From an optimization exercise on the open Yosys and OpenROAD flow, aimed at small area, a short achievable clock period and few clock cycles per item; shortcuts taken in it are not production practice.
Where RTL was checked, it was by simulation tests only, not by an equivalence proof against the original.

==> build 56: inputs <==
// givens8_cordic
module givens8_cordic
(
	input						clk,
	input						rst_n,
	input						start,
	input		[2:0]			index,
	input		[383:0]		data_in,
	output	[383:0]		data_out,
	output					done
);
==> module givens8_cordic, before the edit <==
module givens8_cordic
(
	input						clk,
	input						rst_n,
	input						start,
	input		[2:0]			index,
	input		[383:0]		data_in,
	output	[383:0]		data_out,
	output					done
);
	localparam [4:0] C_PRE  = 5'd31;	 
	localparam [4:0] C_LAST = 5'd19;	 
	localparam [4:0] C_IDLE = 5'd20;	 
	reg		[383:0]		r;			 
	reg		[2:0]			idx;
	reg						done_r;
	reg		[4:0]			c [0:7];	 
	reg		[7:0]			s;			 
	wire busy = (c[0] != C_IDLE);
	wire go   = start & ~busy;
	assign done = done_r;
	assign data_out = r;
	genvar i;
	wire [7:0] imsb;
	generate for (i = 0; i < 8; i = i + 1) begin : g_msb
		assign imsb[i] = data_in[192 + 24*i + 23];
	end endgenerate
	wire [383:0] lane;
	wire [7:0] pre_p, scl_p, busy_p;
	generate for (i = 0; i < 8; i = i + 1) begin : g_lane
		wire pre = (c[i] == C_PRE);
		wire [3:0] k = c[i][3:0] & {4{~pre}};
		wire sgn = s[i];
		assign pre_p[i]  = pre;
		assign scl_p[i]  = c[i][4] & ~c[i][3] & ~c[i][2];
		assign busy_p[i] = (c[i] != C_IDLE);
		wire signed [23:0] xv = r[24*i +: 24];
		wire signed [23:0] yv = r[192 + 24*i +: 24];
		wire [23:0] ax = pre ? 24'd0 : xv;
		wire [23:0] ay = pre ? 24'd0 : yv;
		wire [23:0] ysh = yv >>> k;
		wire [23:0] xsh = xv >>> k;
		wire [24:0] sx = {ax, 1'b1} + {ysh ^ {24{sgn}}, sgn};
		wire [24:0] sy = {ay, 1'b1} + {xsh ^ {24{~sgn}}, ~sgn};
		assign lane[24*i +: 24]       = sx[24:1];
		assign lane[192 + 24*i +: 24] = sy[24:1];
	end endgenerate
	wire [7:0] lmsb;
	generate for (i = 0; i < 8; i = i + 1) begin : g_lmsb
		assign lmsb[i] = lane[192 + 24*i + 23];
	end endgenerate
	wire snext = lmsb[idx];
	wire [383:0] ring;
	generate for (i = 0; i < 4; i = i + 1) begin : g_ring
		wire [23:0] e0 = r[24*(2*i)       +: 24];
		wire [23:0] e1 = r[192 + 24*(2*i) +: 24];
		wire [23:0] e2 = r[24*(2*i+1)     +: 24];
		wire signed [23:0] e3 = r[192 + 24*(2*i+1) +: 24];
		wire [23:0] m = (e3>>>1)+(e3>>>4)+(e3>>>5)+(e3>>>7)+(e3>>>8)+(e3>>>10)+(e3>>>11)+(e3>>>12)
			+(e3>>>14)+(e3>>>17)+(e3>>>18)+(e3>>>19)+(e3>>>21)+(e3>>>22)+(e3>>>24)+(e3>>>25);
		assign ring[24*(2*i)       +: 24] = m;
		assign ring[192 + 24*(2*i) +: 24] = e0;
		assign ring[24*(2*i+1)     +: 24] = e1;
		assign ring[192 + 24*(2*i+1) +: 24] = e2;
	end endgenerate
	generate for (i = 0; i < 8; i = i + 1) begin : g_reg
		always @(posedge clk) begin
			if (busy_p[i]) begin
				r[24*i +: 24]       <= scl_p[i] ? ring[24*i +: 24]       : lane[24*i +: 24];
				r[192 + 24*i +: 24] <= scl_p[i] ? ring[192 + 24*i +: 24] : lane[192 + 24*i +: 24];
			end
			else if (start) begin
				r[24*i +: 24]       <= data_in[24*i +: 24];
				r[192 + 24*i +: 24] <= data_in[192 + 24*i +: 24];
			end
		end
	end endgenerate
	always @(posedge clk) begin
		if (go) idx <= index;
	end
	generate for (i = 0; i < 8; i = i + 1) begin : g_ctl
		always @(posedge clk or negedge rst_n) begin
			if (!rst_n) begin
				c[i] <= C_IDLE;
				s[i] <= 1'b0;
			end
			else if (go) begin
				c[i] <= C_PRE;
				s[i] <= imsb[index];
			end
			else if (busy_p[i]) begin
				c[i] <= c[i] + 5'd1;
				s[i] <= snext;
			end
		end
	end endgenerate
	always @(posedge clk or negedge rst_n) begin
		if (!rst_n)
			done_r <= 1'b0;
		else if (go)
			done_r <= 1'b0;
		else if (c[0] == C_LAST)
			done_r <= 1'b1;
	end
endmodule
clock: 20.0 ns
lec_check: 0
cap_margin: 20
core_margin: 2
core_utilization: 40
slew_margin: 20
standard.sh (not shown) runs the stock make flow with config.mk's settings and CLKGATE_MAP_FILE= SYNTH_SCRIPT=/design/flow/synth_recipe.tcl, a recipe that flattens the netlist after the stock synthesis.
==> flow/flow/run.sh <==
#!/bin/bash
# Standard synthesis (standard.sh synth, unchanged) and the standard ORFS
# layout, with changes only to the cells the layout steps may insert:
# - port buffers are buf_2 (buffer_ports -buffer_cell) instead of the
#   default delay buffer;
# - each layout step marks the delay buffers clkdlybuf4s* don't-use, so the
#   resizer's buffers are ordinary buffers.
set -euo pipefail
bash standard.sh synth > synth.log 2>&1
export BUFFER_PORTS_ARGS="-buffer_cell sky130_fd_sc_hd__buf_2"
H="$PWD/flow/dont_use.tcl"
for step in FLOORPLAN GLOBAL_PLACE RESIZE DETAIL_PLACE REPAIR_TIMING_POST_PLACE CTS GLOBAL_ROUTE DETAIL_ROUTE; do
  export PRE_${step}_TCL="$H"
done
bash standard.sh finish > layout.log 2>&1
==> flow/flow/dont_use.tcl <==
# Sourced at the start of each layout step: keep the resizer from picking the
# slow delay buffers (clkdlybuf4s*) for the buffers it inserts.
set_dont_use [get_lib_cells sky130_fd_sc_hd__clkdlybuf4s*]
==> trial 5 (differences from build 56) <==
==> flow/design.v (replaced) <==
module givens8_cordic
(
	input						clk,
	input						rst_n,
	input						start,
	input		[2:0]			index,
	input		[383:0]		data_in,
	output	[383:0]		data_out,
	output					done
);
	localparam [3:0] K_LAST = 4'd3;	 
	reg		[383:0]		r;			 
	reg		[2:0]			idx;
	reg						done_r;
	reg		[3:0]			ka  [0:7];	 
	reg		[3:0]			kb  [0:7];	 
	reg		[7:0]			busy;		 
	reg		[7:0]			pre;		 
	reg		[7:0]			rot;		 
	reg		[7:0]			scl;		 
	reg		[7:0]			s;			 
	assign done = done_r;
	assign data_out = r;
	genvar i;
	wire [7:0] imsb;
	generate for (i = 0; i < 8; i = i + 1) begin : g_msb
		assign imsb[i] = data_in[192 + 24*i + 23];
	end endgenerate
	wire [383:0] lane;
	generate for (i = 0; i < 8; i = i + 1) begin : g_lane
		wire sgn = s[i];
		wire [3:0] kya = ka[i];
		wire [3:0] kxb = kb[i];
		wire signed [23:0] xv = r[24*i +: 24];
		wire signed [23:0] yv = r[192 + 24*i +: 24];
		wire [23:0] ax = pre[i] ? 24'd0 : xv;
		wire [23:0] ay = pre[i] ? 24'd0 : yv;
		wire [23:0] ysh = yv >>> kya;
		wire [23:0] xsh = xv >>> kxb;
		wire [24:0] sx = {ax, 1'b1} + {ysh ^ {24{sgn}}, sgn};
		wire [24:0] sy = {ay, 1'b1} + {xsh ^ {24{~sgn}}, ~sgn};
		assign lane[24*i +: 24]       = sx[24:1];
		assign lane[192 + 24*i +: 24] = sy[24:1];
	end endgenerate
	wire [7:0] lmsb;
	generate for (i = 0; i < 8; i = i + 1) begin : g_lmsb
		assign lmsb[i] = lane[192 + 24*i + 23];
	end endgenerate
	wire snext = lmsb[idx];
	wire [383:0] ring;
	generate for (i = 0; i < 4; i = i + 1) begin : g_ring
		wire [23:0] e0 = r[24*(2*i)       +: 24];
		wire [23:0] e1 = r[192 + 24*(2*i) +: 24];
		wire [23:0] e2 = r[24*(2*i+1)     +: 24];
		wire signed [23:0] e3 = r[192 + 24*(2*i+1) +: 24];
		wire [23:0] m = (e3>>>1)+(e3>>>4)+(e3>>>5)+(e3>>>7)+(e3>>>8)+(e3>>>10)+(e3>>>11)+(e3>>>12)
			+(e3>>>14)+(e3>>>17)+(e3>>>18)+(e3>>>19)+(e3>>>21)+(e3>>>22)+(e3>>>24)+(e3>>>25);
		assign ring[24*(2*i)       +: 24] = m;
		assign ring[192 + 24*(2*i) +: 24] = e0;
		assign ring[24*(2*i+1)     +: 24] = e1;
		assign ring[192 + 24*(2*i+1) +: 24] = e2;
	end endgenerate
	generate for (i = 0; i < 8; i = i + 1) begin : g_pair
		wire go = start & ~busy[i];
		always @(posedge clk) begin
			if (busy[i] | start) begin
				r[24*i +: 24]       <= rot[i] ? lane[24*i +: 24] :
				                       scl[i] ? ring[24*i +: 24] : data_in[24*i +: 24];
				r[192 + 24*i +: 24] <= rot[i] ? lane[192 + 24*i +: 24] :
				                       scl[i] ? ring[192 + 24*i +: 24] : data_in[192 + 24*i +: 24];
			end
		end
		always @(posedge clk or negedge rst_n) begin
			if (!rst_n) begin
				busy[i] <= 1'b0;
				pre[i]  <= 1'b0;
				rot[i]  <= 1'b0;
				scl[i]  <= 1'b0;
				ka[i]   <= 4'd0;
				kb[i]   <= 4'd0;
				s[i]    <= 1'b0;
			end
			else if (go) begin
				busy[i] <= 1'b1;
				pre[i]  <= 1'b1;
				rot[i]  <= 1'b1;
				scl[i]  <= 1'b0;
				ka[i]   <= 4'd0;
				kb[i]   <= 4'd0;
				s[i]    <= imsb[index];
			end
			else if (busy[i]) begin
				pre[i] <= 1'b0;
				s[i]   <= snext;
				if (!pre[i]) begin
					ka[i] <= ka[i] + 4'd1;
					kb[i] <= kb[i] + 4'd1;
				end
				if (rot[i] && !pre[i] && ka[i] == 4'd15) begin
					rot[i] <= 1'b0;
					scl[i] <= 1'b1;
				end
				if (scl[i] && ka[i] == K_LAST) begin
					busy[i] <= 1'b0;
					scl[i]  <= 1'b0;
				end
			end
		end
	end endgenerate
	always @(posedge clk) begin
		if (start & ~busy[0]) idx <= index;
	end
	always @(posedge clk or negedge rst_n) begin
		if (!rst_n)
			done_r <= 1'b0;
		else if (start & ~busy[0])
			done_r <= 1'b0;
		else if (scl[0] && ka[0] == K_LAST)
			done_r <= 1'b1;
	end
endmodule
==> build 97 (differences from build 56) <==
--- a/flow/design.v
+++ b/flow/design.v
@@ -10,5 +10,4 @@
 );
-	localparam [4:0] C_PRE  = 5'd31;	 
-	localparam [4:0] C_LAST = 5'd19;	 
-	localparam [4:0] C_IDLE = 5'd20;	 
+	localparam [4:0] C_ROT  = 5'd16;	 
+	localparam [4:0] C_LAST = 5'd20;	 
 	reg		[383:0]		r;			 
@@ -16,6 +15,8 @@
 	reg						done_r;
-	reg		[4:0]			c [0:7];	 
+	reg		[4:0]			c   [0:7];	 
+	reg		[3:0]			k   [0:7];	 
+	reg		[7:0]			busy;		 
+	reg		[7:0]			pre;		 
+	reg		[7:0]			scl;		 
 	reg		[7:0]			s;			 
-	wire busy = (c[0] != C_IDLE);
-	wire go   = start & ~busy;
 	assign done = done_r;
@@ -28,16 +29,11 @@
 	wire [383:0] lane;
-	wire [7:0] pre_p, scl_p, busy_p;
 	generate for (i = 0; i < 8; i = i + 1) begin : g_lane
-		wire pre = (c[i] == C_PRE);
-		wire [3:0] k = c[i][3:0] & {4{~pre}};
 		wire sgn = s[i];
-		assign pre_p[i]  = pre;
-		assign scl_p[i]  = c[i][4] & ~c[i][3] & ~c[i][2];
-		assign busy_p[i] = (c[i] != C_IDLE);
+		wire [3:0] kk = k[i];
 		wire signed [23:0] xv = r[24*i +: 24];
 		wire signed [23:0] yv = r[192 + 24*i +: 24];
-		wire [23:0] ax = pre ? 24'd0 : xv;
-		wire [23:0] ay = pre ? 24'd0 : yv;
-		wire [23:0] ysh = yv >>> k;
-		wire [23:0] xsh = xv >>> k;
+		wire [23:0] ax = pre[i] ? 24'd0 : xv;
+		wire [23:0] ay = pre[i] ? 24'd0 : yv;
+		wire [23:0] ysh = yv >>> kk;
+		wire [23:0] xsh = xv >>> kk;
 		wire [24:0] sx = {ax, 1'b1} + {ysh ^ {24{sgn}}, sgn};
@@ -65,7 +61,8 @@
 	end endgenerate
-	generate for (i = 0; i < 8; i = i + 1) begin : g_reg
+	generate for (i = 0; i < 8; i = i + 1) begin : g_pair
+		wire go = start & ~busy[i];
 		always @(posedge clk) begin
-			if (busy_p[i]) begin
-				r[24*i +: 24]       <= scl_p[i] ? ring[24*i +: 24]       : lane[24*i +: 24];
-				r[192 + 24*i +: 24] <= scl_p[i] ? ring[192 + 24*i +: 24] : lane[192 + 24*i +: 24];
+			if (busy[i]) begin
+				r[24*i +: 24]       <= scl[i] ? ring[24*i +: 24]       : lane[24*i +: 24];
+				r[192 + 24*i +: 24] <= scl[i] ? ring[192 + 24*i +: 24] : lane[192 + 24*i +: 24];
 			end
@@ -76,19 +73,29 @@
 		end
-	end endgenerate
-	always @(posedge clk) begin
-		if (go) idx <= index;
-	end
-	generate for (i = 0; i < 8; i = i + 1) begin : g_ctl
 		always @(posedge clk or negedge rst_n) begin
 			if (!rst_n) begin
-				c[i] <= C_IDLE;
-				s[i] <= 1'b0;
+				busy[i] <= 1'b0;
+				pre[i]  <= 1'b0;
+				scl[i]  <= 1'b0;
+				c[i]    <= 5'd0;
+				k[i]    <= 4'd0;
+				s[i]    <= 1'b0;
 			end
 			else if (go) begin
-				c[i] <= C_PRE;
-				s[i] <= imsb[index];
+				busy[i] <= 1'b1;
+				pre[i]  <= 1'b1;
+				scl[i]  <= 1'b0;
+				c[i]    <= 5'd0;
+				k[i]    <= 4'd0;
+				s[i]    <= imsb[index];
 			end
-			else if (busy_p[i]) begin
-				c[i] <= c[i] + 5'd1;
-				s[i] <= snext;
+			else if (busy[i]) begin
+				pre[i] <= 1'b0;
+				c[i]   <= c[i] + 5'd1;
+				if (!pre[i]) k[i] <= k[i] + 4'd1;
+				s[i]   <= snext;
+				if (c[i] == C_ROT) scl[i] <= 1'b1;
+				if (c[i] == C_LAST) begin
+					busy[i] <= 1'b0;
+					scl[i]  <= 1'b0;
+				end
 			end
@@ -96,2 +103,5 @@
 	end endgenerate
+	always @(posedge clk) begin
+		if (start & ~busy[0]) idx <= index;
+	end
 	always @(posedge clk or negedge rst_n) begin
@@ -99,5 +109,5 @@
 			done_r <= 1'b0;
-		else if (go)
+		else if (start & ~busy[0])
 			done_r <= 1'b0;
-		else if (c[0] == C_LAST)
+		else if (busy[0] && c[0] == C_LAST)
 			done_r <= 1'b1;
==> build 31 (differences from build 56) <==
==> flow/design.v (replaced) <==
module givens8_cordic
(
	input						clk,
	input						rst_n,
	input						start,
	input		[2:0]			index,
	input		[383:0]		data_in,
	output	[383:0]		data_out,
	output					done
);
	reg		[383:0]		r;			 
	reg		[2:0]			idx;
	reg						busy;
	reg						done_r;
	reg						pre;		 
	reg						scl;		 
	reg		[4:0]			cnt;
	reg		[3:0]			k;
	reg						s;			 
	wire go = start & ~busy;
	assign done = done_r;
	assign data_out = r;
	wire [7:0] imsb;
	genvar i;
	generate for (i = 0; i < 8; i = i + 1) begin : g_msb
		assign imsb[i] = data_in[192 + 24*i + 23];
	end endgenerate
	wire sgn = s;
	wire [383:0] lane;
	generate for (i = 0; i < 8; i = i + 1) begin : g_lane
		wire signed [23:0] xv = r[24*i +: 24];
		wire signed [23:0] yv = r[192 + 24*i +: 24];
		wire [23:0] ax = pre ? 24'd0 : xv;
		wire [23:0] ay = pre ? 24'd0 : yv;
		wire [23:0] ysh = yv >>> k;
		wire [23:0] xsh = xv >>> k;
		wire [24:0] sx = {ax, 1'b1} + {ysh ^ {24{sgn}}, sgn};
		wire [24:0] sy = {ay, 1'b1} + {xsh ^ {24{~sgn}}, ~sgn};
		assign lane[24*i +: 24]       = sx[24:1];
		assign lane[192 + 24*i +: 24] = sy[24:1];
	end endgenerate
	wire [7:0] lmsb;
	generate for (i = 0; i < 8; i = i + 1) begin : g_lmsb
		assign lmsb[i] = lane[192 + 24*i + 23];
	end endgenerate
	wire [383:0] ring;
	generate for (i = 0; i < 4; i = i + 1) begin : g_ring
		wire [23:0] e0 = r[24*(2*i)       +: 24];
		wire [23:0] e1 = r[192 + 24*(2*i) +: 24];
		wire [23:0] e2 = r[24*(2*i+1)     +: 24];
		wire signed [23:0] e3 = r[192 + 24*(2*i+1) +: 24];
		wire [23:0] m = (e3>>>1)+(e3>>>4)+(e3>>>5)+(e3>>>7)+(e3>>>8)+(e3>>>10)+(e3>>>11)+(e3>>>12)
			+(e3>>>14)+(e3>>>17)+(e3>>>18)+(e3>>>19)+(e3>>>21)+(e3>>>22)+(e3>>>24)+(e3>>>25);
		assign ring[24*(2*i)       +: 24] = m;
		assign ring[192 + 24*(2*i) +: 24] = e0;
		assign ring[24*(2*i+1)     +: 24] = e1;
		assign ring[192 + 24*(2*i+1) +: 24] = e2;
	end endgenerate
	always @(posedge clk) begin
		if (go) begin
			r   <= data_in;
			idx <= index;
		end
		else if (busy) begin
			r <= scl ? ring : lane;
		end
	end
	always @(posedge clk or negedge rst_n) begin
		if (!rst_n) begin
			busy   <= 1'b0;
			done_r <= 1'b0;
			pre    <= 1'b0;
			scl    <= 1'b0;
			cnt    <= 5'd0;
			k      <= 4'd0;
			s      <= 1'b0;
		end
		else if (go) begin
			busy   <= 1'b1;
			done_r <= 1'b0;
			pre    <= 1'b1;
			scl    <= 1'b0;
			cnt    <= 5'd0;
			k      <= 4'd0;
			s      <= imsb[index];
		end
		else if (busy) begin
			cnt <= cnt + 5'd1;
			pre <= 1'b0;
			s   <= lmsb[idx];
			if (!pre) k <= k + 4'd1;
			if (cnt == 5'd16) scl <= 1'b1;
			if (cnt == 5'd20) begin
				busy   <= 1'b0;
				done_r <= 1'b1;
				scl    <= 1'b0;
			end
		end
	end
endmodule
==> flow/run.sh (new file) <==
#!/bin/bash
# synth_recipe.tcl (not shown) runs the flow's synth.tcl, then flattens the netlist and writes it again
# the make line also repeats each setting of config.mk as NAME=value (left out here)
make -C /OpenROAD-flow-scripts/flow DESIGN_CONFIG=/design/flow/config.mk WORK_HOME=/design/flow/orfs CLKGATE_MAP_FILE= SYNTH_SCRIPT=/design/flow/synth_recipe.tcl finish
removed: flow/flow/run.sh
removed: flow/flow/dont_use.tcl
removed: flow/standard.sh
==> summary.txt <==
Logic synthesis
  • Mux cell area share after synthesis: 12.2%

Critical path
  • WP depth: 24
  • Worst r2r path cells: 24

Status
  • Status: timing/DRC/antenna clean

Cells and area
  • Multi-input logic portion of the cell area: 67.0%
  • Register Area: 12000 sq um

Min path
  • Hold Path Sink: cnt[4]$_DFFE_PN0P_
Source of the figures above: build 31

==> summary.txt <==
Status
  • Status: timing/DRC/antenna clean

Min path
  • Hold Path Sink: c[5][3]$_DFFE_PN0P_

Critical path
  • WP depth: 23
  • Worst r2r path cells: 23

Cells and area
  • Register Area: about 14000 sq um
Source of the figures above: build 97

==> summary.txt <==
Critical path
  • FF-to-FF setup slack: 12380 ps
  • Worst r2r path cells: 22
  • Worst setup path endpoint: r[119]$_DFFE_PP_

Cells and area
  • Multi-input logic portion of the cell area: 68.8%
  • Register Area: around 14000 sq um

Clocking
  • TritonCTS buffer count: 74

Detailed routing
  • Max Used Layer: met5

Status
  • Status: timing/DRC/antenna clean

Logic synthesis
  • Synth Area in Adders: approximately a fifth
Source of the figures above: trial 5

==> summary.txt <==
Cells and area
  • Register Area: 12900 sq um
  • Multi-input logic portion of the cell area: a little over two thirds

Logic synthesis
  • Mux cell area share after synthesis: 10.9%
  • Xor/xnor share of the synthesized area: 8.87%

Status
  • Status: timing/DRC/antenna clean

STA
  • Final Hold Viols: 0

Min path
  • Hold Path Sink: c[5][3]$_DFFE_PN0P_

Critical path
  • Worst r2r path cells: 26
Source of the figures above: build 56

Testbench counts of build 97, summed over its fixed seeds: cycles 70,408, items 3,200.
The RTL of build 56, trial 5 and build 31 was laid out without a check of its function.

## what the ideal ports hide
The results above use ideal ports. As a check the final layouts listed here were re-extracted and re-timed, cells and wires unchanged.
Step 1, drivers: a clkbuf_16 drives clk and a buf_2 each remaining input, both assumed.
Step 2 times the ports against the registers' clock, not the clock port: input delays grow and output delays shrink by t, the midpoint of the rising clock arrivals with the driver on.
Slacks: ideal / step 1 / step 2; pairs: ideal / step 1.
run	shift t [ns]	slack for setup (ns)	clock arrival spread, ns	worst register clock-pin slew, ns
build 56	0.795	11.471 / 11.471 / 11.471	0.046 / 0.046	0.07 / 0.07
trial 5	0.796	12.379 / 12.379 / 12.379	0.050 / 0.050	0.07 / 0.07
build 97	0.803	12.775 / 12.775 / 12.775	0.055 / 0.055	0.07 / 0.07
build 31	0.817	12.137 / 12.137 / 12.101	0.059 / 0.059	0.07 / 0.07
After both steps setup and hold are still met in every run listed. For build 31, which loses most, drivers alone change the setup slack by 0.000 ns; drivers and shift together by -0.036 ns.
